What follows belongs to an exercise in optimizing a design on an open flow for a short achievable clock period and few clock cycles; a production flow would make more cautious choices. In this exercise RTL edits were held to simulation tests only and were not proved equivalent to the original. Power is estimated from default activity; no workload was simulated.

**design/flow/config.mk**
```make
export PLATFORM = sky130hd
export DESIGN_NAME = risc_v
export DESIGN_NICKNAME = risc_v
export VERILOG_FILES = /design/flow/design.v
export SDC_FILE = /design/flow/constraint.sdc
export NUM_CORES = 4
export LEC_CHECK = 0
export ABC_CLOCK_PERIOD_IN_PS = 2500
export CAP_MARGIN = 20
export CORE_MARGIN = 2
export CORE_UTILIZATION = 55
export SLEW_MARGIN = 20
```
**design/flow/constraint.sdc**
```tcl
create_clock -name core_clock -period 10.5 [get_ports {CLK}]
set_input_delay 2.1000 -clock core_clock [delete_from_list [all_inputs] [get_ports {CLK}]]
set_output_delay 2.1000 -clock core_clock [all_outputs]
set_load 0.01 [all_outputs]
```
**design/flow/design.v**
```verilog
module risc_v #(
    parameter                      DATA_WIDTH     = 32,
    parameter                      OP_WIDTH       = 7,
    parameter                      FUNCT3_WIDTH   = 3,
    parameter                      ADDRESS_WIDTH = 5,
    parameter                      IMM_SRC_WIDTH  = 3,
    parameter                      ALU_CTRL_WIDTH = 4,
    parameter                      RES_SRC_WIDTH = 2,
    parameter                      FORWARD_WIDTH = 2,
    parameter                      MEM_ADDRESS_WIDTH = 17,
    parameter                      BYTE_WIDTH = 8
)(
    input  logic                   CLK, RST,
    input  logic [ADDRESS_WIDTH-1:0]  address_to_view,
    output logic [DATA_WIDTH-1:0]  a0, reg_output,
    output logic [DATA_WIDTH-1:0]  pc_viewer,
    input  logic [DATA_WIDTH-1:0]  instr,
    output logic [MEM_ADDRESS_WIDTH-1:0] dmem_addr,
    output logic [DATA_WIDTH-1:0]  dmem_wdata,
    output logic [3:0]             dmem_we,
    input  logic [DATA_WIDTH-1:0]  dmem_rdata
);
    localparam TGT_BITS = 10;   
    localparam BTB_BITS = 5;    
    localparam TAG_BITS = 2;    
    logic [31:0] PCF;
    logic [1:0]  btbCtr [0:(1<<BTB_BITS)-1];
    logic        btbV   [0:(1<<BTB_BITS)-1];
    logic        btbC   [0:(1<<BTB_BITS)-1];
    logic [TAG_BITS-1:0] btbTag [0:(1<<BTB_BITS)-1];
    logic [TGT_BITS+1:2] btbTgt [0:(1<<BTB_BITS)-1];
    logic        validD, predTD;
    logic [31:0] InstrD, PCD, PCPlus4D;
    logic        regwriteE, isLoadE, isStoreE, isBrE, isJalrE, predTE, k1E, nonSeqE;
    logic [4:0]  rdE;
    logic [2:0]  f3E;
    logic [11:2] pcE;
    logic        fAME, fBME, fSME;
    logic [31:0] RD1E, OpBE, SDataE, ConstE, TgtE, Plus4E, PredE;
    logic        btbChkE;
    logic        rSllE, rSrE, rSltE, rSltuE, rXorE, rOrE, rAndE, rConstE, sraE;
    logic [3:0]  fwdE, rAddE;    
    logic        negBE, rSub01E;
    logic [31:0] OpBNE;
    logic        regwriteM, isLoadM, isBrM, isJalrM, k1M, predTM, eqM, ltM, ltuM;
    logic [4:0]  rdM;
    logic [2:0]  f3M;
    logic [11:2] pcM;
    logic [3:0]  weM;
    logic [31:0] ResultM, WdataM, RedirPCM, JalrTgtM;
    logic [MEM_ADDRESS_WIDTH-1:0] AddrM;
    logic        regwriteW;
    logic [4:0]  rdW;
    logic [31:0] ResultW;
    logic [31:0] regs [1:31];
    logic [4:0]  viewA;
    logic [31:0] viewR, a0R;
    logic [31:0] PCPlus4F, PCNextF;
    assign PCPlus4F  = PCF + 32'd4;
    assign pc_viewer = PCF;
    logic        rV [0:(1<<BTB_BITS)-1];
    logic        rC [0:(1<<BTB_BITS)-1];
    logic [1:0]  rCtr [0:(1<<BTB_BITS)-1];
    logic [TAG_BITS-1:0] rTag [0:(1<<BTB_BITS)-1];
    logic [TGT_BITS+1:2] rTgt [0:(1<<BTB_BITS)-1];
    always_comb
        for (int i = 0; i < (1<<BTB_BITS); i++) begin
            rV[i]   = btbV[(i + 1) % (1<<BTB_BITS)];
            rC[i]   = btbC[(i + 1) % (1<<BTB_BITS)];
            rCtr[i] = btbCtr[(i + 1) % (1<<BTB_BITS)];
            rTag[i] = btbTag[(i + 1) % (1<<BTB_BITS)];
            rTgt[i] = btbTgt[(i + 1) % (1<<BTB_BITS)];
        end
    logic [BTB_BITS-1:0] biF;
    logic [TAG_BITS-1:0] tagN;
    logic        btbHitN, predN, predTF;
    logic [31:0] btbTgtN, btbTgtF;
    assign biF     = PCF[BTB_BITS+1:2];
    assign tagN    = PCF[BTB_BITS+TAG_BITS+1:BTB_BITS+2] + {{(TAG_BITS-1){1'b0}}, &biF};
    assign btbHitN = rV[biF] & (rTag[biF] == tagN);
    assign predN   = btbHitN & (~rC[biF] | rCtr[biF][1]);
    assign btbTgtN = {PCPlus4F[31:TGT_BITS+2], rTgt[biF], 2'b00};
    logic [4:0]  op;
    logic [2:0]  f3D;
    logic [4:0]  rs1, rs2, rdD;
    logic        isLUI, isAUIPC, isJAL, isJALR, isBR, isLD, isST, isOPI, isOP;
    logic [31:0] immI, immS, immB, immU, immJ;
    assign op  = InstrD[6:2];
    assign f3D = InstrD[14:12];
    assign rs1 = InstrD[19:15];
    assign rs2 = InstrD[24:20];
    assign rdD = InstrD[11:7];
    logic [8:0]  opF9, opD9;
    logic        bneFwdF, bneFwdD;
    assign bneFwdF = (instr[6:0] == 7'b1100011) & (instr[14:12] == 3'b001) & ~instr[31] &
                     ~({instr[7], instr[30:25], instr[11:8]} == 11'd2);
    assign opF9 = {instr[6:2] == 5'b01101, instr[6:2] == 5'b00101,
                   instr[6:2] == 5'b11011, instr[6:2] == 5'b11001,
                   instr[6:2] == 5'b11000, instr[6:2] == 5'b00000,
                   instr[6:2] == 5'b01000, instr[6:2] == 5'b00100,
                   instr[6:2] == 5'b01100};
    assign {isLUI, isAUIPC, isJAL, isJALR, isBR, isLD, isST, isOPI, isOP} = opD9;
    assign immI = {{20{InstrD[31]}}, InstrD[31:20]};
    assign immS = {{20{InstrD[31]}}, InstrD[31:25], InstrD[11:7]};
    assign immB = {{19{InstrD[31]}}, InstrD[31], InstrD[7], InstrD[30:25], InstrD[11:8], 1'b0};
    assign immU = {InstrD[31:12], 12'b0};
    assign immJ = {{11{InstrD[31]}}, InstrD[31], InstrD[19:12], InstrD[20], InstrD[30:21], 1'b0};
    logic usesRs1, usesRs2, writesRd, useImm, isConstD;
    assign usesRs1  = ~(isLUI | isAUIPC | isJAL);
    assign usesRs2  = isBR | isST | isOP;
    assign writesRd = ~(isBR | isST) & (rdD != 5'd0);
    assign useImm   = ~(isOP | isBR);
    assign isConstD = isLUI | isAUIPC | isJAL | isJALR;
    logic killE;
    logic [31:0] RD1D, RD2D, ResultWNext;
    assign RD1D = (rs1 == 5'd0) ? 32'd0 :
                  (regwriteM && rdM == rs1) ? ResultWNext :
                  (regwriteW && rdW == rs1) ? ResultW : regs[rs1];
    assign RD2D = (rs2 == 5'd0) ? 32'd0 :
                  (regwriteM && rdM == rs2) ? ResultWNext :
                  (regwriteW && rdW == rs2) ? ResultW : regs[rs2];
    logic loadUse;
    assign loadUse = validD & isLoadE &
                     ((usesRs1 & (rs1 == rdE)) | (usesRs2 & (rs2 == rdE)));
    logic [31:0] ConstD;
    assign ConstD = isLUI ? immU : (isAUIPC ? PCD + immU : PCPlus4D);
    logic        jalrFuse, wantTD;
    logic [31:0] tgtJD, tgtBD, tgtRD, TargetD;
    assign jalrFuse = isJALR & ((rs1 == 5'd0) |
                      (rConstE & regwriteE & ~killE & (rdE == rs1)));
    assign wantTD   = isJAL | jalrFuse | (isBR & (predTD | InstrD[31])) | bneFwdD;
    assign tgtJD    = PCD + immJ;
    assign tgtBD    = PCD + immB;
    assign tgtRD    = ConstE + immI;
    assign TargetD  = isJAL ? tgtJD : isBR ? tgtBD :
                      {((rs1 == 5'd0) ? immI[31:1] : tgtRD[31:1]), 1'b0};
    logic redirRawD, lateJalrD;
    assign lateJalrD = isJALR & ~jalrFuse;
    assign redirRawD = validD & ~lateJalrD & (wantTD ^ predTD);
    logic fwdAD, fwdBD, addD, subD;
    assign fwdAD = regwriteE & ~killE & (rdE == rs1);
    assign fwdBD = ~useImm & regwriteE & ~killE & (rdE == rs2);
    assign addD  = isLD | isST | ((isOP | isOPI) & f3D == 3'b000 & ~(isOP & InstrD[30]));
    assign subD  = isOP & f3D == 3'b000 & InstrD[30];
    logic negBD;
    assign negBD = subD | isBR | ((isOP | isOPI) & (f3D == 3'b010 | f3D == 3'b011));
    logic brTrivD, k1D;
    assign brTrivD = (immB == 32'd4);
    assign k1D     = (immB == 32'd8);
    logic [31:0] A, B, SD;
    assign A  = fAME ? ResultM : RD1E;
    assign B  = fBME ? ResultM : OpBE;
    assign SD = fSME ? ResultM : SDataE;
    logic [31:0] s00, s10, s01, d01, s11;
    logic        c00, c10, c01, e00, e10, e01;
    assign {c00, s00} = {1'b0, RD1E}    + {1'b0, OpBNE}    + {32'd0, negBE};
    assign {c10, s10} = {1'b0, ResultM} + {1'b0, OpBNE}    + {32'd0, negBE};
    assign {c01, d01} = {1'b0, RD1E}    + {1'b0, ~ResultM} + 33'd1;
    assign s01 = RD1E + ResultM;
    assign s11 = {ResultM[30:0], 1'b0};
    assign e00 = (RD1E == OpBE);
    assign e10 = (ResultM == OpBE);
    assign e01 = (RD1E == ResultM);
    logic [31:0] sum, sll, sr;
    logic        eq, ltu, lt;
    assign sum = fAME ? s10 : s00;      
    assign eq  = (fwdE[0] & e00) | (fwdE[1] & e10) | (fwdE[2] & e01) | fwdE[3];
    assign ltu = (fwdE[0] & ~c00) | (fwdE[1] & ~c10) | (fwdE[2] & ~c01);
    assign lt  = (A[31] ^ B[31]) ? A[31] : ltu;
    assign sll = A << B[4:0];
    assign sr  = (A >> B[4:0]) | ({32{sraE & A[31]}} & ~(32'hFFFFFFFF >> B[4:0]));
    logic [31:0] ExResultE;
    assign ExResultE = ({32{rAddE[0]}} & s00)
                     | ({32{rAddE[1]}} & s10)
                     | ({32{rAddE[2]}} & s01)
                     | ({32{rAddE[3]}} & s11)
                     | ({32{rSub01E}}  & d01)
                     | ({32{rSllE}}  & sll)
                     | ({32{rSrE}}   & sr)
                     | ({32{rSltE}}  & {31'd0, lt})
                     | ({32{rSltuE}} & {31'd0, ltu})
                     | ({32{rXorE}}  & (A ^ B))
                     | ({32{rOrE}}   & (A | B))
                     | ({32{rAndE}}  & (A & B))
                     | ({32{rConstE}} & ConstE);
    logic [3:0] weE;
    assign weE = ~isStoreE ? 4'b0000 :
                 (f3E[1:0] == 2'b00) ? 4'b0001 :
                 (f3E[1:0] == 2'b01) ? 4'b0011 : 4'b1111;
    logic redirE;
    assign redirE = btbChkE & (TgtE[31:1] != PredE[31:1]);
    logic redirM, takenM, mispM;
    assign takenM = f3M[2] ? ((f3M[1] ? ltuM : ltM) ^ f3M[0]) : (eqM ^ f3M[0]);
    assign mispM  = isBrM & (takenM ^ predTM);
    assign killE  = mispM & takenM & k1M & ~nonSeqE;
    assign redirM = (mispM & ~killE) | isJalrM;
    logic [31:0] LoadData;
    always_comb
        case (f3M)
            3'b000:  LoadData = {{24{dmem_rdata[7]}}, dmem_rdata[7:0]};
            3'b001:  LoadData = {{16{dmem_rdata[15]}}, dmem_rdata[15:0]};
            3'b100:  LoadData = {24'd0, dmem_rdata[7:0]};
            3'b101:  LoadData = {16'd0, dmem_rdata[15:0]};
            default: LoadData = dmem_rdata;
        endcase
    assign ResultWNext = isLoadM ? LoadData : ResultM;
    assign dmem_addr  = AddrM;
    assign dmem_wdata = WdataM;
    assign dmem_we    = weM;
    logic redirD, bubbleE, squashM;
    assign redirD  = redirRawD & ~loadUse & ~redirE & ~redirM;
    assign bubbleE = redirM | redirE | loadUse | ~validD;
    assign squashM = redirM | killE;
    logic        overF, holdF;
    logic [31:0] guessF, overPCF;
    assign guessF  = predTF ? btbTgtF : PCPlus4F;
    assign overF   = redirM | redirE | loadUse | redirD;
    assign holdF   = loadUse & ~redirM & ~redirE;
    assign overPCF = redirM  ? (isJalrM ? JalrTgtM : RedirPCM) :
                     redirE  ? TgtE :
                     loadUse ? PCF :
                     wantTD  ? TargetD : PCPlus4D;
    assign PCNextF = overF ? overPCF : guessF;
    logic                btbWr, btbWrV, btbWrC, btbWrQ, btbWrVQ, btbWrCQ;
    logic [BTB_BITS-1:0] btbWrI, btbWrIQ;
    logic [TAG_BITS-1:0] btbWrTag, btbWrTagQ;
    logic [TGT_BITS+1:2] btbWrTgt, btbWrTgtQ;
    always_comb begin
        if (mispM & takenM) begin
            btbWr    = 1'b1;
            btbWrV   = 1'b1;
            btbWrC   = 1'b1;
            btbWrI   = pcM[BTB_BITS+1:2];
            btbWrTag = pcM[BTB_BITS+TAG_BITS+1:BTB_BITS+2];
            btbWrTgt = RedirPCM[TGT_BITS+1:2];
        end else begin
            btbWr    = redirD;
            btbWrV   = wantTD;
            btbWrC   = isBR;
            btbWrI   = PCD[BTB_BITS+1:2];
            btbWrTag = PCD[BTB_BITS+TAG_BITS+1:BTB_BITS+2];
            btbWrTgt = TargetD[TGT_BITS+1:2];
        end
    end
    always_ff @(posedge CLK) begin
        if (RST) PCF <= 32'd0;
        else     PCF <= PCNextF;
        if (RST | (overF & ~holdF) | (~overF & predTF)) predTF <= 1'b0;
        else if (!overF)                                 predTF <= predN;
        if (!overF) btbTgtF <= btbTgtN;
        for (int i = 0; i < (1<<BTB_BITS); i++) begin
            if (RST)
                btbV[i] <= 1'b0;
            else if (btbWrQ && btbWrIQ == i[BTB_BITS-1:0])
                btbV[i] <= btbWrVQ;
            if (btbWrQ && btbWrIQ == i[BTB_BITS-1:0]) begin
                btbC[i]   <= btbWrCQ;
                btbTag[i] <= btbWrTagQ;
                btbTgt[i] <= btbWrTgtQ;
                btbCtr[i] <= 2'b10;
            end else if (isBrM && pcM[BTB_BITS+1:2] == i[BTB_BITS-1:0]) begin
                if (takenM && btbCtr[i] != 2'b11)       btbCtr[i] <= btbCtr[i] + 2'b01;
                else if (!takenM && btbCtr[i] != 2'b00) btbCtr[i] <= btbCtr[i] - 2'b01;
            end
        end
        if (RST) btbWrQ <= 1'b0;
        else     btbWrQ <= btbWr;
        btbWrVQ   <= btbWrV;
        btbWrCQ   <= btbWrC;
        btbWrIQ   <= btbWrI;
        btbWrTagQ <= btbWrTag;
        btbWrTgtQ <= btbWrTgt;
        if (RST | redirM | redirE | redirD) validD <= 1'b0;
        else if (!loadUse)                  validD <= 1'b1;
        if (!loadUse) begin
            InstrD   <= instr;
            opD9     <= opF9;
            bneFwdD  <= bneFwdF;
            PCD      <= PCF;
            PCPlus4D <= PCPlus4F;
            predTD   <= predTF;
        end
        if (RST | bubbleE) begin
            regwriteE <= 1'b0;
            isLoadE   <= 1'b0;
            isStoreE  <= 1'b0;
            isBrE     <= 1'b0;
            isJalrE   <= 1'b0;
            rConstE   <= 1'b0;
            btbChkE   <= 1'b0;
        end else begin
            regwriteE <= writesRd;
            isLoadE   <= isLD & writesRd;
            isStoreE  <= isST;
            isBrE     <= isBR & ~brTrivD;
            isJalrE   <= lateJalrD;
            rConstE   <= isConstD;
            btbChkE   <= wantTD & predTD;
        end
        rdE     <= rdD;
        f3E     <= f3D;
        pcE     <= PCD[11:2];
        predTE  <= wantTD;
        k1E     <= k1D;
        nonSeqE <= wantTD | predTD;
        fAME    <= fwdAD;
        fBME    <= fwdBD;
        fwdE    <= {fwdAD & fwdBD, ~fwdAD & fwdBD, fwdAD & ~fwdBD, ~fwdAD & ~fwdBD};
        rAddE   <= {addD & fwdAD & fwdBD, addD & ~fwdAD & fwdBD,
                    (addD | subD) & fwdAD & ~fwdBD, (addD | subD) & ~fwdAD & ~fwdBD};
        rSub01E <= subD & ~fwdAD & fwdBD;
        negBE   <= negBD;
        fSME    <= regwriteE & ~killE & (rdE == rs2);
        RD1E    <= RD1D;
        OpBE    <= useImm ? (isST ? immS : immI) : RD2D;
        OpBNE   <= (useImm ? (isST ? immS : immI) : RD2D) ^ {32{negBD}};
        SDataE  <= RD2D;
        ConstE  <= ConstD;
        TgtE    <= TargetD;
        PredE   <= PCF;
        Plus4E  <= PCPlus4D;
        rSllE   <= (isOP | isOPI) & f3D == 3'b001;
        rSltE   <= (isOP | isOPI) & f3D == 3'b010;
        rSltuE  <= (isOP | isOPI) & f3D == 3'b011;
        rXorE   <= (isOP | isOPI) & f3D == 3'b100;
        rSrE    <= (isOP | isOPI) & f3D == 3'b101;
        rOrE    <= (isOP | isOPI) & f3D == 3'b110;
        rAndE   <= (isOP | isOPI) & f3D == 3'b111;
        sraE    <= InstrD[30];
        if (RST | squashM) begin
            regwriteM <= 1'b0;
            weM       <= 4'b0000;
            isBrM     <= 1'b0;
            isJalrM   <= 1'b0;
        end else begin
            regwriteM <= regwriteE;
            weM       <= weE;
            isBrM     <= isBrE;
            isJalrM   <= isJalrE;
        end
        eqM      <= eq;
        ltM      <= lt;
        ltuM     <= ltu;
        predTM   <= predTE;
        k1M      <= k1E;
        pcM      <= pcE;
        isLoadM  <= isLoadE;
        rdM      <= rdE;
        f3M      <= f3E;
        ResultM  <= ExResultE;
        WdataM   <= SD;
        JalrTgtM <= {sum[31:1], 1'b0};
        AddrM    <= sum[MEM_ADDRESS_WIDTH-1:0];
        RedirPCM <=
                    predTE  ? Plus4E : TgtE;
        if (RST) regwriteW <= 1'b0;
        else     regwriteW <= regwriteM;
        rdW     <= rdM;
        ResultW <= ResultWNext;
        if (regwriteW) regs[rdW] <= ResultW;
        viewA <= address_to_view;
        viewR <= (viewA == 5'd0) ? 32'd0 : regs[viewA];
        a0R   <= regs[10];
    end
    assign a0         = a0R;      
    assign reg_output = viewR;
endmodule
```
**design/flow/flow/run.sh**
```bash
#!/bin/bash
# The standard layout (the standard.sh, all ORFS steps unchanged) with
# three settings changed:
# - repair may swap a cell for one of another size (the platform restricts
#   it to cells of the same footprint);
# - the port buffers are buf_4 cells.
# make's output goes to standard_flow.log; each ORFS step keeps its own log
# under orfs/logs.
set -euo pipefail
bash standard.sh SETUP_SLACK_MARGIN=7.0 MATCH_CELL_FOOTPRINT=0 \
    "BUFFER_PORTS_ARGS=-buffer_cell sky130_fd_sc_hd__buf_4" finish > standard_flow.log 2>&1
```
**design/flow/standard.sh**
```bash
#!/bin/bash
# synth_recipe.tcl (not shown) runs the flow's synth.tcl, then flattens the netlist and writes it again
# the make line also repeats each setting of config.mk as NAME=value (left out here)
make -C /OpenROAD-flow-scripts/flow DESIGN_CONFIG=/design/flow/config.mk WORK_HOME=/design/flow/orfs CLKGATE_MAP_FILE= SYNTH_SCRIPT=/design/flow/synth_recipe.tcl "${@:-finish}"
```
==> impl_metrics.csv, run 1 <==
group,metric,value,unit
route,dr_wl_met3,61600,µm
route,via_per_inst,7.22,
timing,slew_viol_final,0,
power,p_leak,49.4,nW
yosys,synth_xor_area_share,2.42,%
cts,cts_buffers,231,
global_route,grt_pass1_wl,664000,µm
cts,clockBufferDepth,3,
die,core_area,214000,µm²
yosys,synth.most_common_cell,"edfxtp_1",
route,highest_layer,"met5",
setup_path,crit_path_max_fanout,6,
yosys,ys_seq_elements,2259,
cts,clkTransAtPathRegs,0.07,ns
route,drt_iter0_drc,13900,
timing,clock_skew,0.0834,ns
place,io_buffers,219,
yosys,yosysWarningCount,11,
run,maxCapViolCount,0,
die,initial_core_util,55.2,%
yosys,synth_top_cell_by_area,"edfxtp_1",
timing,rsz0062_at_grt,"yes",
setup_path,worstPathArrival,4.54,ns
run_status,status,"no timing/DRC/antenna violations",
place,dpl_worst_slack,4.63,ns
setup_path,cp-start-kind,"flip-flop",
yosys,yosys.cell_types.count,104,
layout,n_fill_cell,16000,
cts,insertion_delay,0.93,ns
timing,tightest_slew,1.30,ns
cts,root_buffer,"clkbuf_16",
yosys,synthSimpleGateAreaFrac,7.39,%
yosys,muxShareOfSynthArea,20.4,%
layout,drive_above_1_share,27.7,%
cts,cts.sinks,2259,
cts,htreeDepth,4,
route,final_antenna_net_count,0,
yosys,netlist.area_leader.share,39.1,%
yosys,async_flop_share,0,%
route,drc,0,
route,wl,483000,µm
timing,setup_tns,0,ns
power,vdd_ir_drop_max,201,µV
die,die_w,467,µm
yosys,synth_area,118000,µm²
global_route,grt_overflow_total,0,
setup_path,cp.required,11.34,ns
timing,period_minus_slack,3.70,ns
route,dr.pass1.iters,10,
yosys,synth_common_cells,"edfxtp_1 (1536), mux4_2 (772), dfxtp_1 (723)",
layout,syn2layout_area_growth,16.9,%
cts,cts_tree,"done",
timing,setup_viol,0,
yosys,synth.area.top_cells,"edfxtp_1 (39%), mux4_2 (15%), dfxtp_1 (12%), mux2i_1 (3.9%), ha_1 (3.0%)",
die,placementRows,170,
place,place_hpwl,304000,µm
die,ioPinCount,220,
yosys,syn_inst,9253,
timing,holdWs,0.324,ns
global_route,first_global_vias,87300,
timing,worst_slack,6.80,ns
hold_path,hp-class,"flip-flop to flip-flop",
yosys,ys_seq_area_share,51.3,%
setup_path,crit_type,"flip-flop to flip-flop",
route,vias,91600,
yosys,synth_compound_area_share,12.3,%
setup_path,r2r_slack,6.80,ns
route,wl_met1,171000,µm
yosys,syn_area_per_cell,12.8,µm²
yosys,synth_edf_count,1536,
die,die_h,467,µm
layout,nNetsFinal,9978,
global_route,gr-usage-all-layers,43.2,%
timing,fmax,0.270,GHz
timing,relSlewSlack,12.1,%
setup_path,cp-end-kind,"flip-flop",
timing,final_hold_viol_count,0,
global_route,antenna_found_initial,34,
route,wire_per_inst,38.1,µm
hold_path,hold_depth,0,
route,met2WireLength,208000,µm
timing,fin_crit_sh,35.3,%
setup_path,rr_worst_depth,13,
yosys,synth_top_family_by_area,"multiplexers",
place,routabilityCongestion,1.02,
global_route,grt_max_degree,87,
yosys,synth_top_flop_cell,"edfxtp_1",
die,die-area,218000,µm²
yosys,synthAdderAreaFrac,3.17,%
cts,hold_buffers,0,
yosys,synthesis.nets,9617,
power,power_density,178,nW/µm²
## worst max-delay path, stage by stage (launching register included)
cell and delay (ns):
dfxtp_4 0.35, buf_12 0.13, buf_12 0.13, buf_12 0.12, and3_4 0.19, ha_4 0.20, a222oi_1 0.89, nand3_1 0.26
nor4_4 0.49, or3_4 0.25, a31oi_4 0.10, nor4_2 0.26, mux2i_1 0.10, nor3_1 0.14
## per-layer routing
layer / GRT usage [%] / vias to the layer above
li1: - / 37200
met1: 56.0 / 45800
met2: 62.7 / 6966
met3: 12.4 / 1624
met4: 30.4 / 14
met5: 0 / -
## registers in the layout, indices dropped and copies added (netlist names), 31 cells and up, named ones only
signal    count
SDataE       32
btbTgt      320
PredE        31
PCF          32
ConstE       32
btbCtr       64
a0R          32
TgtE         32
btbV         32
Plus4E       32
regs        992
PCD          32
OpBNE        32
RedirPCM     32
ResultW      32
btbC         32
viewR        32
WdataM       32
OpBE         32
btbTag       64
ResultM      32
RD1E         32
## layout by cell type, fill, tap and decap left out, drive strengths merged, types with 54 or more instances in the layout
cell / n
o21a: 71
o211ai: 63
nor2: 659
xnor2: 212
xor2: 114
clkinv: 89
o22ai: 79
a221oi: 189
edfxtp: 1536
mux4: 772
nand4: 70
nand3: 126
mux2: 183
dfxtp: 723
ha: 283
a22o: 58
inv: 240
nand2: 538
a211oi: 96
clkbuf: 328
a21o: 98
a21oi: 524
a22oi: 133
mux2i: 458
buf: 773
nor3: 169
o221ai: 54
o21ai: 410
a31oi: 55
## final timing paths
check,start,to
max,PCF[5]$_SDFFE_PP0P_,predTF$_SDFFE_PP0P_
min,f3E[2]$_DFF_P_,f3M[2]$_DFF_P_
max reg2reg,PCF[5]$_SDFFE_PP0P_,predTF$_SDFFE_PP0P_
min reg2reg,f3E[2]$_DFF_P_,f3M[2]$_DFF_P_
## report_power, final
| group | total, mW | internal, mW | switching, mW |
|---|---|---|---|
| clock | 8.84 | 5.08 | 3.76 |
| combinational | 4.93 | 1.78 | 3.15 |
| sequential | 10.7 | 10.1 | 0.648 |
## stage by stage
stage	utilization [%]	power, mW	cell area, µm²	instances
floorplan	-	13.1	118000	9253
CTS	63.5	24.1	136000	12600
finish	64.5	24.5	138000	12700
global placement	57.7	15.1	123000	11900
detailed placement	57.7	15.1	123000	11900
global route	64.5	25.0	138000	12700
## final cells by class
cell class	instances	area, µm²	share of cell area, %
sequential	2259	61000	44.2
multi-input combinational	6076	56600	41.0
timing repair buffer	803	7740	5.60
clock buffer	298	6380	4.62
tap	2838	3550	2.57
clock inverter	143	1800	1.31
inverter	237	978	0.709
timing repair inverter	6	51.3	0.0372
antenna	15	37.5	0.0272
## logic make-up (layout without fill, tap and decap cells)
group,count (synthesis),in the layout
compound gates,2144,2144
xor+xnor,326,326
fa+ha+maj,293,293
buf+inv,921,1487
flops,2259,2259
mux,1413,1413
other cells,0,15
simple gates,1897,1900
## repair_timing
| item | CTS | global route |
|---|---|---|
| endpoints found under the hold margin | 0 | 0 |
| pin swaps | 82 | 101 |
| setup endpoints to repair | 460 | 236 |
| gates cloned | 24 | 16 |
| buffers inserted | 189 | 65 |
| gates resized for setup | 624 | 268 |
Testbench counts, summed over its fixed seeds: cycles 47,728.
==> run 2, diff against run 1 <==
--- a/design/flow/config.mk
+++ b/design/flow/config.mk
@@ -8,5 +8,5 @@
 export ABC_CLOCK_PERIOD_IN_PS = 2500
 export CAP_MARGIN = 20
 export CORE_MARGIN = 2
-export CORE_UTILIZATION = 55
+export CORE_UTILIZATION = 40
 export SLEW_MARGIN = 20
==> impl_metrics.csv, run 2 <==
group,metric,value,unit
yosys,synth_top_cell_by_area,"edfxtp_1",
yosys,netlist.area_leader.share,39.1,%
die,die_w,547,µm
setup_path,r2r_slack,6.80,ns
cts,cts.sinks,2259,
die,die_h,547,µm
die,placementRows,199,
cts,cts_tree,"done",
timing,slew_viol_final,0,
yosys,synth_edf_count,1536,
hold_path,holdPathEnd,"pcM[1]$_DFF_P_",
layout,fin_area,140000,µm²
yosys,synth_area,118000,µm²
layout,final_cells,13700,
setup_path,regToRegStartpoint,"f3M[1]$_DFF_P_",
die,die-area,300000,µm²
route,via_per_inst,6.58,
yosys,async_flop_share,0,%
yosys,synth_top_flop_cell,"edfxtp_1",
route,drc,0,
cts,insertion_delay,0.97,ns
timing,fmax,0.270,GHz
layout,final_cell_mix,"edfxtp_1 (1536), mux4_2 (772), nor2_1 (609), nand2_1 (522), dfxtp_1 (520)",
cts,hold_buffers,0,
layout,top_regs,"regs x992, btbTgt x320",
layout,largest_register_ffs,992,
yosys,yosys.cell_types.count,104,
die,ioPinCount,220,
timing,tightest_slew,1.14,ns
run,maxCapViolCount,0,
global_route,first_global_vias,86800,
yosys,syn_inst,9253,
timing,final_hold_viol_count,0,
yosys,yosysWarningCount,11,
cts,clockBufferDepth,4,
cts,cts_buffers,245,
layout,drive_above_1_share,28.5,%
yosys,synth_common_cells,"edfxtp_1 (1536), mux4_2 (772), dfxtp_1 (723)",
route,final_antenna_net_count,0,
route,drt_iter0_drc,12800,
layout,nNetsFinal,9934,
place,dp.cells,13000,
run_status,status,"no timing/DRC/antenna violations",
setup_path,crit_type,"flip-flop to flip-flop",
place,dpl_worst_slack,4.10,ns
power,vdd_ir_drop_max,171,µV
layout,seq_area,61100,µm²
cts,clkTransAtPathRegs,0.06,ns
timing,relSlewSlack,23.9,%
yosys,ys_seq_area_share,51.3,%
route,wl,485000,µm
hold_path,hold_depth,0,
yosys,synth.area.top_cells,"edfxtp_1 (39%), mux4_2 (15%), dfxtp_1 (12%), mux2i_1 (3.9%), ha_1 (3.0%)",
timing,rsz0062_at_grt,"yes",
yosys,ys_seq_elements,2259,
place,routabilityCongestion,0.998,
place,place_hpwl,305000,µm
global_route,grt_overflow_total,0,
timing,holdWs,0.329,ns
layout,multi_input_area,56700,µm²
global_route,grt_max_degree,115,
setup_path,worstPathArrival,4.46,ns
power,p_leak,49.3,nW
timing,setup_viol,0,
setup_path,cp-end-kind,"flip-flop",
timing,fin_crit_sh,35.3,%
global_route,grt_pass1_wl,669000,µm
setup_path,crit_path_max_fanout,68,
place,io_buffers,219,
hold_path,worstHoldStart,"pcE[1]$_DFF_P_",
route,wire_per_inst,35.3,µm
hold_path,hp-class,"flip-flop to flip-flop",
setup_path,rr_worst_depth,13,
timing,period_minus_slack,3.70,ns
setup_path,worstReg2RegEnd,"PCF[22]$_SDFFE_PP0P_",
setup_path,cp.required,11.26,ns
timing,worst_slack,6.80,ns
global_route,antenna_found_initial,36,
yosys,synthesis.nets,9617,
layout,n_fill_cell,25800,
cts,root_buffer,"clkbuf_16",
yosys,synth.most_common_cell,"edfxtp_1",
route,dr.pass1.iters,19,
route,vias,90300,
timing,clock_skew,0.0883,ns
cts,htreeDepth,4,
die,core_area,294000,µm²
yosys,syn_area_per_cell,12.8,µm²
die,initial_core_util,40.2,%
place,place_area,125000,µm²
layout,syn2layout_area_growth,18.1,%
setup_path,cp-start-kind,"flip-flop",
global_route,gr-usage-all-layers,31.2,%
power,power_density,176,nW/µm²
layout,final_common_cell,"edfxtp_1",
timing,setup_tns,0,ns
layout,top_register,"regs",
-- run 2: cell counts after synthesis --
No cell type changed its count.
-- run 2: critical path: stages, from the launching register on --
cell and delay, ns:
dfxtp_4 0.36, mux2i_4 0.21, buf_4 0.15, a211o_1 0.34, and2_2 0.23, buf_12 0.19
a311oi_2 0.28, buf_4 0.28, nand2_2 0.30, o32ai_2 0.46, nor3_4 0.09, buf_4 0.14
a221oi_1 0.36, a211oi_2 0.13
-- run 2: cell families (layout without fill, tap and decap cells) --
logic type | Yosys count | after routing | share of synthesized area (%)
AO/OA/AOI/OAI | 2144 | 2144 | 12.3
XOR/XNOR | 326 | 326 | 2.42
adder cells (fa/ha/maj) | 293 | 293 | 3.17
buffers and inverters | 921 | 1447 | 3.08
flip-flops | 2259 | 2259 | 51.3
multiplexers | 1413 | 1413 | 20.4
other | 0 | 21 | 0
AND/OR/NAND/NOR | 1897 | 1901 | 7.39
-- run 2: worst max path at each step --
stage | from | to | slack, ns | depth (start not counted)
2_1_floorplan | InstrD[31]$_DFFE_PN_ | PCF[22]$_SDFFE_PP0P_ | 6.69 | 10
3_3_place_gp | f3M[1]$_DFF_P_ | PCF[30]$_SDFFE_PP0P_ | 4.13 | 17
3_5_place_dp | f3M[1]$_DFF_P_ | PCF[30]$_SDFFE_PP0P_ | 4.10 | 17
4_1_cts | PCD[3]$_DFFE_PN_ | PCF[22]$_SDFFE_PP0P_ | 6.86 | 12
5_1_grt | f3M[1]$_DFF_P_ | PCF[22]$_SDFFE_PP0P_ | 6.68 | 13
6_report | f3M[1]$_DFF_P_ | PCF[22]$_SDFFE_PP0P_ | 6.80 | 13
-- run 2: per-stage QoR --
step	util, %	power (mW)
floorplan	-	13.1
global placement	42.4	15.0
detailed placement	42.4	15.0
CTS	46.9	24.4
global route	47.5	25.2
finish	47.5	24.6
-- run 2: where the power goes --
part	internal [mW]	total, mW	switching (mW)
sequential	10.1	10.9	0.775
combinational	1.75	4.57	2.82
clock	5.26	9.11	3.85
total	17.1	24.6	7.45
-- run 2: cell type report --
type                    count  area share [%]
clock inverters           147            1.17
well taps                3919            3.51
repair inverters            3          0.0197
inverters                 237           0.687
diodes                     21          0.0377
multi-input cells        6077            40.6
flip-flops and latches   2259            43.8
clock buffers             313            4.86
repair buffers            747            5.29
-- run 2: what timing repair did --
action / 4_1_cts / 5_1_grt
endpoints found under the setup margin: 512 / 282
cloned: 21 / 9
pin swaps: 88 / 111
setup buffers: 180 / 70
resized for setup: 784 / 232
-- run 2: metal layers --
| metal | vias up | track usage (%) | wire length [µm] |
|---|---|---|---|
| met4 | 10 | 18.7 | 35600 |
| met1 | 45900 | 41.2 | 184000 |
| li1 | 37100 | - | - |
| met5 | - | 0 | 68 |
| met3 | 1235 | 6.25 | 50200 |
| met2 | 6075 | 47.7 | 215000 |
==> run 3, diff against run 2 <==
--- a/design/flow/design.v
+++ b/design/flow/design.v
@@ -43,6 +43,7 @@
     logic        negBE, rSub01E;
     logic [31:0] OpBNE;
     logic        regwriteM, isLoadM, isBrM, isJalrM, k1M, predTM, eqM, ltM, ltuM;
+    logic        sEqM, sLtM, sLtuM, invM;
     logic [4:0]  rdM;
     logic [2:0]  f3M;
     logic [11:2] pcM;
@@ -80,6 +81,13 @@
     assign btbHitN = rV[biF] & (rTag[biF] == tagN);
     assign predN   = btbHitN & (~rC[biF] | rCtr[biF][1]);
     assign btbTgtN = {PCPlus4F[31:TGT_BITS+2], rTgt[biF], 2'b00};
+    logic [BTB_BITS-1:0] biT;
+    logic        btbHitT, predT;
+    logic [31:0] btbTgtT;
+    assign biT     = btbTgtF[BTB_BITS+1:2];
+    assign btbHitT = btbV[biT] & (btbTag[biT] == btbTgtF[BTB_BITS+TAG_BITS+1:BTB_BITS+2]);
+    assign predT   = btbHitT & (~btbC[biT] | btbCtr[biT][1]);
+    assign btbTgtT = {btbTgtF[31:TGT_BITS+2], btbTgt[biT], 2'b00};
     logic [4:0]  op;
     logic [2:0]  f3D;
     logic [4:0]  rs1, rs2, rdD;
@@ -111,7 +119,7 @@
     assign writesRd = ~(isBR | isST) & (rdD != 5'd0);
     assign useImm   = ~(isOP | isBR);
     assign isConstD = isLUI | isAUIPC | isJAL | isJALR;
-    logic killE;
+    logic killE, killPossM;
     logic [31:0] RD1D, RD2D, ResultWNext;
     assign RD1D = (rs1 == 5'd0) ? 32'd0 :
                   (regwriteM && rdM == rs1) ? ResultWNext :
@@ -127,7 +135,7 @@
     logic        jalrFuse, wantTD;
     logic [31:0] tgtJD, tgtBD, tgtRD, TargetD;
     assign jalrFuse = isJALR & ((rs1 == 5'd0) |
-                      (rConstE & regwriteE & ~killE & (rdE == rs1)));
+                      (rConstE & regwriteE & ~killPossM & (rdE == rs1)));
     assign wantTD   = isJAL | jalrFuse | (isBR & (predTD | InstrD[31])) | bneFwdD;
     assign tgtJD    = PCD + immJ;
     assign tgtBD    = PCD + immB;
@@ -166,7 +174,9 @@
     assign sum = fAME ? s10 : s00;      
     assign eq  = (fwdE[0] & e00) | (fwdE[1] & e10) | (fwdE[2] & e01) | fwdE[3];
     assign ltu = (fwdE[0] & ~c00) | (fwdE[1] & ~c10) | (fwdE[2] & ~c01);
-    assign lt  = (A[31] ^ B[31]) ? A[31] : ltu;
+    assign lt  = (fwdE[0] & ((RD1E[31] ^ OpBE[31])    ? RD1E[31]    : ~c00))
+               | (fwdE[1] & ((ResultM[31] ^ OpBE[31]) ? ResultM[31] : ~c10))
+               | (fwdE[2] & ((RD1E[31] ^ ResultM[31]) ? RD1E[31]    : ~c01));
     assign sll = A << B[4:0];
     assign sr  = (A >> B[4:0]) | ({32{sraE & A[31]}} & ~(32'hFFFFFFFF >> B[4:0]));
     logic [31:0] ExResultE;
@@ -189,10 +199,12 @@
                  (f3E[1:0] == 2'b01) ? 4'b0011 : 4'b1111;
     logic redirE;
     assign redirE = btbChkE & (TgtE[31:1] != PredE[31:1]);
-    logic redirM, takenM, mispM;
-    assign takenM = f3M[2] ? ((f3M[1] ? ltuM : ltM) ^ f3M[0]) : (eqM ^ f3M[0]);
-    assign mispM  = isBrM & (takenM ^ predTM);
+    logic redirM, rawM, takenM, mispM;
+    assign rawM   = (sEqM & eqM) | (sLtM & ltM) | (sLtuM & ltuM);
+    assign takenM = rawM ^ f3M[0];
+    assign mispM  = isBrM & (rawM ^ invM);
     assign killE  = mispM & takenM & k1M & ~nonSeqE;
+    assign killPossM = isBrM & k1M & ~predTM & ~nonSeqE;
     assign redirM = (mispM & ~killE) | isJalrM;
     logic [31:0] LoadData;
     always_comb
@@ -207,20 +219,22 @@
     assign dmem_addr  = AddrM;
     assign dmem_wdata = WdataM;
     assign dmem_we    = weM;
-    logic redirD, bubbleE, squashM;
-    assign redirD  = redirRawD & ~loadUse & ~redirE & ~redirM;
+    logic redirD0, redirD, bubbleE, squashM;
+    assign redirD0 = redirRawD & ~loadUse & ~redirE;
+    assign redirD  = redirD0 & ~redirM;
     assign bubbleE = redirM | redirE | loadUse | ~validD;
     assign squashM = redirM | killE;
-    logic        overF, holdF;
-    logic [31:0] guessF, overPCF;
-    assign guessF  = predTF ? btbTgtF : PCPlus4F;
-    assign overF   = redirM | redirE | loadUse | redirD;
-    assign holdF   = loadUse & ~redirM & ~redirE;
-    assign overPCF = redirM  ? (isJalrM ? JalrTgtM : RedirPCM) :
-                     redirE  ? TgtE :
-                     loadUse ? PCF :
-                     wantTD  ? TargetD : PCPlus4D;
-    assign PCNextF = overF ? overPCF : guessF;
+    logic        overF0, overF, holdF;
+    logic [31:0] guessF, overPCF0, restPCF;
+    assign guessF   = predTF ? btbTgtF : PCPlus4F;
+    assign overF0   = redirE | loadUse | redirD0;
+    assign overF    = redirM | overF0;
+    assign holdF    = loadUse & ~redirM & ~redirE;
+    assign overPCF0 = redirE  ? TgtE :
+                      loadUse ? PCF :
+                      wantTD  ? TargetD : PCPlus4D;
+    assign restPCF  = overF0 ? overPCF0 : guessF;
+    assign PCNextF  = redirM ? (isJalrM ? JalrTgtM : RedirPCM) : restPCF;
     logic                btbWr, btbWrV, btbWrC, btbWrQ, btbWrVQ, btbWrCQ;
     logic [BTB_BITS-1:0] btbWrI, btbWrIQ;
     logic [TAG_BITS-1:0] btbWrTag, btbWrTagQ;
@@ -245,9 +259,9 @@
     always_ff @(posedge CLK) begin
         if (RST) PCF <= 32'd0;
         else     PCF <= PCNextF;
-        if (RST | (overF & ~holdF) | (~overF & predTF)) predTF <= 1'b0;
-        else if (!overF)                                 predTF <= predN;
-        if (!overF) btbTgtF <= btbTgtN;
+        if (RST | (overF & ~holdF)) predTF <= 1'b0;
+        else if (!overF)            predTF <= predTF ? predT : predN;
+        if (!overF) btbTgtF <= predTF ? btbTgtT : btbTgtN;
         for (int i = 0; i < (1<<BTB_BITS); i++) begin
             if (RST)
                 btbV[i] <= 1'b0;
@@ -342,6 +356,10 @@
         ltM      <= lt;
         ltuM     <= ltu;
         predTM   <= predTE;
+        sEqM     <= ~f3E[2];
+        sLtM     <= f3E[2] & ~f3E[1];
+        sLtuM    <= f3E[2] & f3E[1];
+        invM     <= f3E[0] ^ predTE;
         k1M      <= k1E;
         pcM      <= pcE;
         isLoadM  <= isLoadE;
==> impl_metrics.csv, run 3 <==
group,metric,value,unit
run_status,status,"no timing/DRC/antenna violations",
layout,final_common_cell,"edfxtp_1",
setup_path,cp-end-kind,"flip-flop",
setup_path,crit_path_max_fanout,5,
run,maxCapViolCount,0,
global_route,grt_overflow_total,0,
yosys,synth_common_cells,"edfxtp_1 (1536), mux4_2 (782), nor2_1 (741)",
cts,insertion_delay,0.91,ns
place,routabilityCongestion,1.03,
yosys,ys_seq_area_share,50.1,%
yosys,synth_top_flop_cell,"edfxtp_1",
route,wire_per_inst,38.3,µm
power,total_power,26.5,mW
layout,drive_above_1_share,28.2,%
global_route,use_met2,49.7,%
cts,cts_buffers,264,
global_route,grtUsageMet1,45.6,%
yosys,netlist.area_leader.share,38.1,%
place,place_area,128000,µm²
yosys,yosysWarningCount,11,
setup_path,cp-start-kind,"flip-flop",
yosys,synthesis.nets,10100,
timing,tightest_slew,1.27,ns
place,io_buffers,219,
layout,largest_register_ffs,992,
die,initial_core_util,40.1,%
yosys,synth_top_cell_by_area,"edfxtp_1",
timing,fin_crit_sh,35.1,%
cts,root_buffer,"clkbuf_16",
cts,cts_tree,"done",
layout,nNetsFinal,10500,
yosys,syn_inst,9784,
global_route,met3_usage,10.4,%
route,wl,549000,µm
layout,top_regs,"regs x992, btbTgt x320",
route,drt_iter0_drc,16300,
timing,final_hold_viol_count,0,
layout,top_register,"regs",
die,die_h,554,µm
global_route,grt_pass1_wl,748000,µm
timing,period_minus_slack,3.68,ns
yosys,synth.most_common_cell,"edfxtp_1",
timing,slew_viol_final,0,
yosys,yosys.cell_types.count,90,
timing,fmax,0.271,GHz
global_route,gr-usage-all-layers,34.4,%
layout,syn2layout_area_growth,18.8,%
yosys,ys_seq_elements,2263,
yosys,synth_area,121000,µm²
timing,setup_viol,0,
layout,fin_area,144000,µm²
yosys,syn_area_per_cell,12.4,µm²
timing,clock_skew,0.0673,ns
die,die_w,554,µm
setup_path,worstPathArrival,4.46,ns
die,placementRows,202,
hold_path,hp-class,"flip-flop to flip-flop",
setup_path,crit_type,"flip-flop to flip-flop",
setup_path,cp.required,11.27,ns
power,power_density,184,nW/µm²
yosys,synth.area.top_cells,"edfxtp_1 (38%), mux4_2 (15%), dfxtp_1 (12%), mux2i_1 (3.4%), ha_1 (2.9%)",
cts,clkTransAtPathRegs,0.06,ns
power,p_leak,50.9,nW
die,core_area,302000,µm²
yosys,async_flop_share,0,%
global_route,first_global_vias,93300,
place,place_hpwl,347000,µm
die,ioPinCount,220,
yosys,synth_edf_count,1536,
power,vdd_ir_drop_max,130,µV
cts,hold_buffers,0,
timing,rsz0062_at_grt,"yes",
layout,final_cell_mix,"edfxtp_1 (1536), mux4_2 (782), nor2_1 (656), dfxtp_1 (591), buf_4 (586)",
route,drc,0,
die,die-area,307000,µm²
cts,htreeDepth,5,
global_route,top_usage_layer,"met2",
timing,setup_tns,0,ns
route,dr.pass1.iters,10,
route,vias,98800,
timing,relSlewSlack,15.1,%
route,via_per_inst,6.88,
route,final_antenna_net_count,0,
cts,cts.sinks,2263,
cts,clockBufferDepth,4,
global_route,antenna_found_initial,43,
global_route,grt_max_degree,80,
## run 3: kinds of logic (layout without fill, tap and decap cells)
kind of cell | Yosys count | count (layout) | synth area share, %
buffers and inverters | 996 | 1551 | 3.22
xor gates and xnor gates | 323 | 323 | 2.34
muxes | 1379 | 1379 | 19.7
other | 0 | 28 | 0
adders and majority gates | 293 | 293 | 3.09
and+or+nand+nor | 2032 | 2035 | 7.56
DFF | 2263 | 2263 | 50.1
AOI/OAI and AO/OA | 2498 | 2498 | 14.0
## run 3: timing repair
action,CTS,global route
buffers inserted,169,101
endpoints found under the setup margin,459,175
resized for setup,762,321
pin swaps,81,114
cloned,16,7
## run 3: where the power goes
| part | switching, mW | internal (mW) |
|---|---|---|
| Combinational | 3.54 | 2.11 |
| Sequential | 0.930 | 10.2 |
| Clock | 4.00 | 5.65 |
## run 3: critical path, stage by stage (launching register included)
cell	delay, ns
dfxtp_2	0.41
ha_1	0.30
a21o_1	0.19
a21o_1	0.18
a22oi_1	0.24
o21ai_2	0.12
a221o_1	0.40
a41o_1	0.27
a211o_1	0.30
a221o_1	0.37
a221oi_2	0.33
xor2_2	0.22
buf_4	0.14
o2111ai_1	0.09
## run 3: final cells by class
| cell class | instances | area, µm² |
|---|---|---|
| Clock buffer | 355 | 7480 |
| Antenna cell | 28 | 70.1 |
| Sequential cell | 2263 | 61100 |
| Inverter | 286 | 1100 |
| Timing Repair Buffer | 781 | 7320 |
| Fill cell | 26400 | 158000 |
| Timing Repair inverter | 2 | 12.5 |
| Tap cell | 3978 | 4980 |
| Multi-Input combinational cell | 6528 | 60400 |
| Clock inverter | 127 | 1450 |
## run 3: final timing paths
kind                            from                   to  slack [ns]  depth (start not counted)
setup / recovery  RD1E[6]$_SDFF_PP0_  ResultM[31]$_DFF_P_        6.82                         13
hold / removal        pcE[2]$_DFF_P_       pcM[2]$_DFF_P_        0.33                          0
setup reg to reg  RD1E[6]$_SDFF_PP0_  ResultM[31]$_DFF_P_        6.82                         13
hold reg to reg       pcE[2]$_DFF_P_       pcM[2]$_DFF_P_        0.33                          0
## run 3: per-layer routing
metal	wire length [µm]	part of all wire, %
met3	71300	13
met1	206000	37
met4	40000	7.3
met5	315	0.057
met2	232000	42
## run 3: through the flow
| stage | setup WS (ns) | hold slack [ns] | utilization, % | instances |
|---|---|---|---|---|
| after floorplan | 6.65 | 0.310 | - | 9784 |
| after global placement | 4.55 | 0.313 | 42.4 | 13500 |
| after detailed placement | 4.47 | 0.314 | 42.4 | 13500 |
| after CTS | 6.66 | 0.329 | 46.8 | 14200 |
| after global routing | 6.68 | 0.335 | 47.6 | 14300 |
| final | 6.82 | 0.332 | 47.6 | 14300 |
Testbench counts of run 3, summed over its fixed seeds: cycles 47,423.
==> run 4, diff against run 3 <==
--- a/design/flow/config.mk
+++ b/design/flow/config.mk
@@ -8,5 +8,5 @@
 export ABC_CLOCK_PERIOD_IN_PS = 2500
 export CAP_MARGIN = 20
 export CORE_MARGIN = 2
-export CORE_UTILIZATION = 40
+export CORE_UTILIZATION = 55
 export SLEW_MARGIN = 20
==> impl_metrics.csv, run 4 <==
group,metric,value,unit
run_status,status,"no timing/DRC/antenna violations",
hold_path,hp-class,"flip-flop to flip-flop",
setup_path,crit_path_max_fanout,6,
route,via_per_inst,7.61,
yosys,synth.most_common_cell,"edfxtp_1",
die,placementRows,172,
timing,setup_viol,0,
power,power_density,183,nW/µm²
route,drc,0,
yosys,synth_top_cell_by_area,"edfxtp_1",
die,core_area,219000,µm²
yosys,ys_seq_elements,2263,
power,power_frac_seq,42.7,%
power,p_switching,8.39,mW
setup_path,regToRegStartpoint,"RD1E[7]$_SDFF_PP0_",
timing,relSlewSlack,14.2,%
layout,top_register,"regs",
die,ioPinCount,220,
setup_path,r2r_slack,6.71,ns
setup_path,cp-start-kind,"flip-flop",
layout,drive_above_1_share,28.2,%
setup_path,crit_type,"flip-flop to flip-flop",
timing,final_hold_viol_count,0,
route,vias,101000,
cts,root_buffer,"clkbuf_16",
power,p_int,17.7,mW
setup_path,max_stage_delay,0.40,ns
layout,nNetsFinal,10500,
route,final_antenna_net_count,0,
setup_path,startpoint,"RD1E[7]$_SDFF_PP0_",
yosys,synth_top_flop_cell,"edfxtp_1",
yosys,synth.area.top_cells,"edfxtp_1 (38%), mux4_2 (15%), dfxtp_1 (12%), mux2i_1 (3.4%), ha_1 (2.9%)",
setup_path,crit_path_cell_trace,"buf_12 > ha_2 > a21o_1 > a21o_1 > a22oi_2 > o21ai_2 > a221o_1 > a41o_1 > a211o_1 > a221o_2 > a221oi_4 > xor2_2 > buf_4 > o2111ai_1",
timing,fin_crit_sh,36.1,%
hold_path,worstHoldStart,"pcE[4]$_DFF_P_",
setup_path,crit_top_cell,"a21o_1",
yosys,yosysWarningCount,11,
route,dr.pass1.iters,10,
yosys,syn_area_per_cell,12.4,µm²
cts,clockBufferDepth,3,
cts,cts_buffers,234,
setup_path,worstPathArrival,4.51,ns
setup_path,worstReg2RegEnd,"ResultM[31]$_DFF_P_",
yosys,yosys.cell_types.count,90,
yosys,synth_common_cells,"edfxtp_1 (1536), mux4_2 (782), nor2_1 (741)",
cts,insertion_delay,0.94,ns
yosys,synth_area,121000,µm²
yosys,synthesis.nets,10100,
setup_path,cp.required,11.23,ns
place,place_hpwl,347000,µm
cts,hold_buffers,0,
layout,finish.utilization,65.0,%
timing,setup_tns,0,ns
global_route,grt_max_degree,111,
setup_path,slowest_stage,"a221o_2",
hold_path,holdPathEnd,"pcM[4]$_DFF_P_",
yosys,synth_edf_count,1536,
layout,final_cell_mix,"edfxtp_1 (1536), mux4_2 (782), nor2_1 (643), nand2_1 (585), buf_4 (566)",
setup_path,worst-path-buf-inv,2,
yosys,ys_seq_area_share,50.1,%
layout,final_common_cell,"edfxtp_1",
power,vdd_ir_drop_max,221,µV
power,p_leak,50.8,nW
global_route,gr-usage-all-layers,47.4,%
cts,cts_tree,"done",
power,p_clk_share,35.3,%
route,drt_iter0_drc,17500,
layout,top_regs,"regs x992, btbTgt x320",
timing,period_minus_slack,3.79,ns
yosys,syn_inst,9784,
timing,tightest_slew,1.29,ns
die,die_w,473,µm
power,sw_frac_of_total,32.2,%
yosys,async_flop_share,0,%
die,die-area,224000,µm²
run,maxCapViolCount,0,
global_route,first_global_vias,94100,
hold_path,hold_depth,0,
setup_path,rr_worst_depth,14,
timing,fmax,0.264,GHz
power,p_comb_share,22.0,%
cts,htreeDepth,4,
route,wire_per_inst,41.3,µm
global_route,grt_overflow_total,0,
yosys,netlist.area_leader.share,38.1,%
place,io_buffers,219,
place,routabilityCongestion,1.05,
die,die_h,473,µm
die,initial_core_util,55.2,%
setup_path,critPathTopFamily,"compound AO/OA/AOI/OAI gates",
route,wl,546000,µm
layout,largest_register_ffs,992,
global_route,antenna_found_initial,36,
layout,syn2layout_area_growth,17.6,%
setup_path,cp-end-kind,"flip-flop",
timing,rsz0062_at_grt,"yes",
timing,slew_viol_final,0,
global_route,grt_pass1_wl,741000,µm
cts,clkTransAtPathRegs,0.07,ns
cts,cts.sinks,2263,
timing,clock_skew,0.0921,ns
run 4: cell counts after synthesis:
Identical to the previous run, type by type.
run 4: metrics by stage:
step	setup slack (ns)	hold WS, ns	power (mW)	instances	instance area, µm²
floorplan	6.65	0.310	13.7	9784	121000
global placement	5.30	0.311	16.0	12400	127000
detailed placement	5.26	0.315	16.0	12400	127000
CTS	6.60	0.326	25.5	13100	140000
global route	6.71	0.334	26.5	13200	142000
finish	6.71	0.327	26.1	13200	142000
run 4: how the worst max path moves through the flow:
stage | end | slack (ns) | cells after the start
final | ResultM[31]$_DFF_P_ | 6.71 | 14
after CTS | ResultM[31]$_DFF_P_ | 6.60 | 13
after detailed placement | PCF[28]$_SDFFE_PP0P_ | 5.26 | 16
after global placement | PCF[28]$_SDFFE_PP0P_ | 5.30 | 16
after floorplan | PCF[28]$_SDFFE_PP0P_ | 6.65 | 10
after global routing | ResultM[31]$_DFF_P_ | 6.71 | 13
run 4: repair_timing:
item,CTS,global route
pin swaps,90,150
endpoints found under the setup margin,460,222
gates cloned,19,7
setup buffers,185,99
resized for setup,788,301
run 4: cell type report:
cell class | count | area (µm²)
multi-input cells | 6530 | 60400
well taps | 2871 | 3590
diodes | 26 | 65.1
fillers | 16200 | 76800
clock buffers | 318 | 6640
repair buffers | 794 | 7680
flip-flops and latches | 2263 | 61100
inverters | 286 | 1110
clock inverters | 131 | 1860
run 4: routing by layer:
metal / track usage [%] / up-vias / share of wire, %
met4: 32.2 / 30 / 8.7
li1: - / 39300 / -
met3: 16.4 / 2345 / 15
met2: 66.5 / 9064 / 41
met1: 62.0 / 49800 / 35
met5: 0.238 / - / 0.048
run 4: logic make-up (layout without fill, tap and decap cells):
family | Yosys count | after routing | share of synthesized area, %
AO/OA/AOI/OAI | 2498 | 2498 | 14.0
flip-flops | 2263 | 2263 | 50.1
AND/OR/NAND/NOR | 2032 | 2037 | 7.56
multiplexers | 1379 | 1379 | 19.7
buffers and inverters | 996 | 1529 | 3.22
XOR/XNOR | 323 | 323 | 2.34
adder cells (fa/ha/maj) | 293 | 293 | 3.09
other | 0 | 26 | 0
run 4: power groups by stage:
| stage | clock [mW] | sequential [mW] | combinational [mW] |
|---|---|---|---|
| 6_report | 9.20 | 11.1 | 5.73 |
| 4_1_cts | 9.16 | 11.1 | 5.20 |
| 3_5_place_dp | 0 | 11.3 | 4.66 |
| 5_1_grt | 9.51 | 11.2 | 5.86 |
| 3_3_place_gp | 0 | 11.3 | 4.67 |
| 2_1_floorplan | 0 | 10.8 | 2.91 |
==> run 5, diff against run 4 <==
--- a/design/flow/flow/run.sh
+++ b/design/flow/flow/run.sh
@@ -7,5 +7,5 @@
 # make's output goes to standard_flow.log; each ORFS step keeps its own log
 # under orfs/logs.
 set -euo pipefail
-bash standard.sh SETUP_SLACK_MARGIN=7.0 MATCH_CELL_FOOTPRINT=0 \
+bash standard.sh SETUP_SLACK_MARGIN=7.5 MATCH_CELL_FOOTPRINT=0 \
     "BUFFER_PORTS_ARGS=-buffer_cell sky130_fd_sc_hd__buf_4" finish > standard_flow.log 2>&1
==> impl_metrics.csv, run 5 <==
group,metric,value,unit
run_status,status,"no timing/DRC/antenna violations",
yosys,synth.area.top_cells,"edfxtp_1 (38%), mux4_2 (15%), dfxtp_1 (12%), mux2i_1 (3.4%), ha_1 (2.9%)",
route,final_antenna_net_count,0,
yosys,synthesis.nets,10100,
yosys,synth.most_common_cell,"edfxtp_1",
setup_path,r2r_slack,6.71,ns
setup_path,max_stage_delay,0.49,ns
die,die_h,473,µm
setup_path,cp.required,11.25,ns
setup_path,crit_path_cell_trace,"ha_2 > a21o_1 > a22oi_2 > o21ai_2 > a221o_1 > a41o_4 > a211o_1 > a221o_1 > a221oi_2 > xor2_1 > buf_4 > o2111ai_1",
route,vias,103000,
layout,top_register,"regs",
yosys,syn_inst,9784,
setup_path,crit_top_cell,"a221o_1",
yosys,yosysWarningCount,11,
global_route,grtUsageMet1,61.8,%
hold_path,hold_depth,0,
cts,insertion_delay,0.95,ns
yosys,ys_seq_elements,2263,
route,wl,555000,µm
layout,drive_above_1_share,34.5,%
yosys,ys_seq_area_share,50.1,%
power,sw_frac_of_total,32.8,%
setup_path,regToRegStartpoint,"RD1E[8]$_SDFF_PP0_",
timing,relSlewSlack,13.6,%
yosys,syn_area_per_cell,12.4,µm²
run,maxCapViolCount,0,
timing,clock_skew,0.0797,ns
setup_path,cp-end-kind,"flip-flop",
layout,top_regs,"regs x992, btbTgt x320",
route,drc,0,
route,drt_iter0_drc,18500,
die,placementRows,172,
cts,cts.sinks,2263,
setup_path,crit_type,"flip-flop to flip-flop",
yosys,netlist.area_leader.share,38.1,%
global_route,grt_overflow_total,0,
setup_path,worstPathArrival,4.54,ns
power,power_density,176,nW/µm²
power,p_int,17.8,mW
timing,fin_crit_sh,36.1,%
setup_path,worstReg2RegEnd,"ResultM[31]$_DFF_P_",
layout,final_common_cell,"edfxtp_1",
die,die_w,473,µm
global_route,grt_pass1_wl,750000,µm
hold_path,holdPathEnd,"pcM[4]$_DFF_P_",
timing,final_hold_viol_count,0,
layout,final_cells,13600,
global_route,use_met2,66.9,%
timing,slew_viol_final,0,
cts,htreeDepth,4,
yosys,async_flop_share,0,%
yosys,yosys.cell_types.count,90,
cts,cts_buffers,231,
cts,cts_tree,"done",
yosys,synth_top_flop_cell,"edfxtp_1",
yosys,synth_area,121000,µm²
timing,setup_tns,0,ns
route,wire_per_inst,40.8,µm
global_route,antenna_found_initial,37,
route,dr.pass1.iters,10,
timing,period_minus_slack,3.79,ns
cts,clockBufferDepth,3,
timing,fmax,0.264,GHz
hold_path,worstHoldStart,"pcE[4]$_DFF_P_",
die,ioPinCount,220,
setup_path,slowest_stage,"dfxtp_4",
place,io_buffers,219,
global_route,gr-usage-all-layers,47.8,%
die,core_area,219000,µm²
power,p_comb_share,24.7,%
hold_path,hp-class,"flip-flop to flip-flop",
setup_path,rr_worst_depth,12,
layout,syn2layout_area_growth,24.0,%
place,routabilityCongestion,1.05,
global_route,first_global_vias,96200,
yosys,synth_top_cell_by_area,"edfxtp_1",
place,dp.cells,12400,
global_route,grt_max_degree,76,
power,p_leak,53.8,nW
route,via_per_inst,7.60,
timing,rsz0062_at_grt,"yes",
power,vdd_ir_drop_max,193,µV
power,power_frac_seq,42.2,%
layout,nNetsFinal,10900,
yosys,synth_edf_count,1536,
die,die-area,224000,µm²
layout,largest_register_ffs,992,
setup_path,cp-start-kind,"flip-flop",
die,initial_core_util,55.2,%
place,place_hpwl,338000,µm
power,p_switching,8.68,mW
cts,clkTransAtPathRegs,0.06,ns
setup_path,crit_path_max_fanout,6,
timing,tightest_slew,1.29,ns
yosys,synth_common_cells,"edfxtp_1 (1536), mux4_2 (782), nor2_1 (741)",
global_route,top_usage_layer,"met2",
power,p_clk_share,33.1,%
global_route,met3_usage,17.4,%
timing,setup_viol,0,
layout,final_cell_mix,"edfxtp_1 (1536), mux4_2 (782), buf_4 (687), nor2_1 (634), nand2_1 (562)",
cts,root_buffer,"clkbuf_16",
run 5: power groups by stage:
stage	combinational [mW]	sequential (mW)	clock, mW
finish	6.53	11.2	8.76
global route	6.66	11.2	9.08
CTS	5.78	11.1	8.72
detailed placement	4.65	11.4	0
global placement	4.66	11.4	0
floorplan	2.96	10.8	0
run 5: metrics by stage:
| stage | total power [mW] | worst slack [ns] | utilization, % | hold WS (ns) | cell area [µm²] |
|---|---|---|---|---|---|
| floorplan | 13.8 | 6.65 | - | 0.310 | 122000 |
| detailed placement | 16.0 | 4.79 | 57.9 | 0.313 | 127000 |
| finish | 26.5 | 6.71 | 68.5 | 0.329 | 150000 |
| CTS | 25.6 | 6.79 | 66.1 | 0.328 | 145000 |
| global route | 26.9 | 6.63 | 68.5 | 0.331 | 150000 |
| global placement | 16.0 | 4.91 | 57.9 | 0.311 | 127000 |
run 5: critical path, delay by kind of cell (launching register included):
kind	cells	cell delay [ns]
fa+ha+maj	1	0.40
xor+xnor	1	0.18
buf+inv	1	0.15
compound gates	9	2.41
flops	1	0.49
run 5: layer usage:
metal	part of all wire, %	wire, µm
met5	0.091	506
met4	9.4	52200
met3	15	85000
met2	41	227000
met1	34	191000
run 5: cells by family (layout without fill, tap and decap cells):
| group | after synthesis | after routing | synth area share [%] |
|---|---|---|---|
| buffers and inverters | 996 | 1905 | 3.22 |
| multiplexers | 1379 | 1379 | 19.7 |
| adder cells (fa/ha/maj) | 293 | 293 | 3.09 |
| other | 0 | 29 | 0 |
| XOR/XNOR | 323 | 323 | 2.34 |
| flip-flops | 2263 | 2263 | 50.1 |
| AO/OA/AOI/OAI | 2498 | 2498 | 14.0 |
| AND/OR/NAND/NOR | 2032 | 2037 | 7.56 |
run 5: worst max-delay path by stage:
stage                               startpoint                    to
after floorplan           InstrD[16]$_DFFE_PN_  PCF[28]$_SDFFE_PP0P_
after global placement    InstrD[15]$_DFFE_PN_  PCF[13]$_SDFFE_PP0P_
after CTS                     OpBNE[0]$_DFF_P_   ResultM[31]$_DFF_P_
after global routing          OpBNE[0]$_DFF_P_   ResultM[31]$_DFF_P_
final                       RD1E[8]$_SDFF_PP0_   ResultM[31]$_DFF_P_
after detailed placement  InstrD[15]$_DFFE_PN_  PCF[13]$_SDFFE_PP0P_
run 5: area by class of cell:
cell class,instances,area (µm²)
tap,2871,3590
clock buffer,321,6560
timing repair inverter,4,46.3
sequential,2263,61300
inverter,286,1150
antenna,29,72.6
clock inverter,120,1480
fill,15300,69100
multi-input combinational,6530,63400
timing repair buffer,1174,12600
run 5: what timing repair did:
action                                  CTS  global route
resized for setup                      1464           540
endpoints found under the hold margin     0             0
hold buffers                              0             0
pin swaps                               267           321
buffers inserted                        391           237
setup endpoints to repair               674           431
gates cloned                             39            24

-- re-timing with driven ports --
In the flow no input, the clock included, has a driving cell. The finished layouts below were timed again as built, in two steps. Step 1: set_driving_cell puts a clkbuf_16 on CLK and a buf_2 on each other input, an assumption about the parent block. Step 2 also shifts input and output timing later by t, the mid clock arrival at the registers, as if the neighbouring blocks saw the same clock. a / b / c = ideal / step 1 / step 2; a / b = the first two.
run | t, ns | slack for setup (ns) | latest minus earliest clock arrival (ns) | slew at the worst register clock pin (ns) | worst data-port slew with drivers (ns)
run 1 | 0.984 | 6.795 / 6.788 / 6.164 | 0.088 / 0.089 | 0.07 / 0.07 | 0.16
run 2 | 1.026 | 6.799 / 6.799 / 5.933 | 0.095 / 0.095 | 0.07 / 0.07 | 0.26
run 3 | 0.990 | 6.816 / 6.722 / 6.161 | 0.074 / 0.074 | 0.07 / 0.07 | 0.22
run 4 | 1.000 | 6.713 / 6.713 / 6.132 | 0.094 / 0.093 | 0.07 / 0.07 | 0.24
run 5 | 1.008 | 6.712 / 6.712 / 6.515 | 0.089 / 0.090 | 0.07 / 0.07 | 0.21
After both steps every run listed still meets setup and hold. For run 2, which loses most, drivers alone change the setup slack by 0.000 ns; drivers and shift together by -0.866 ns.
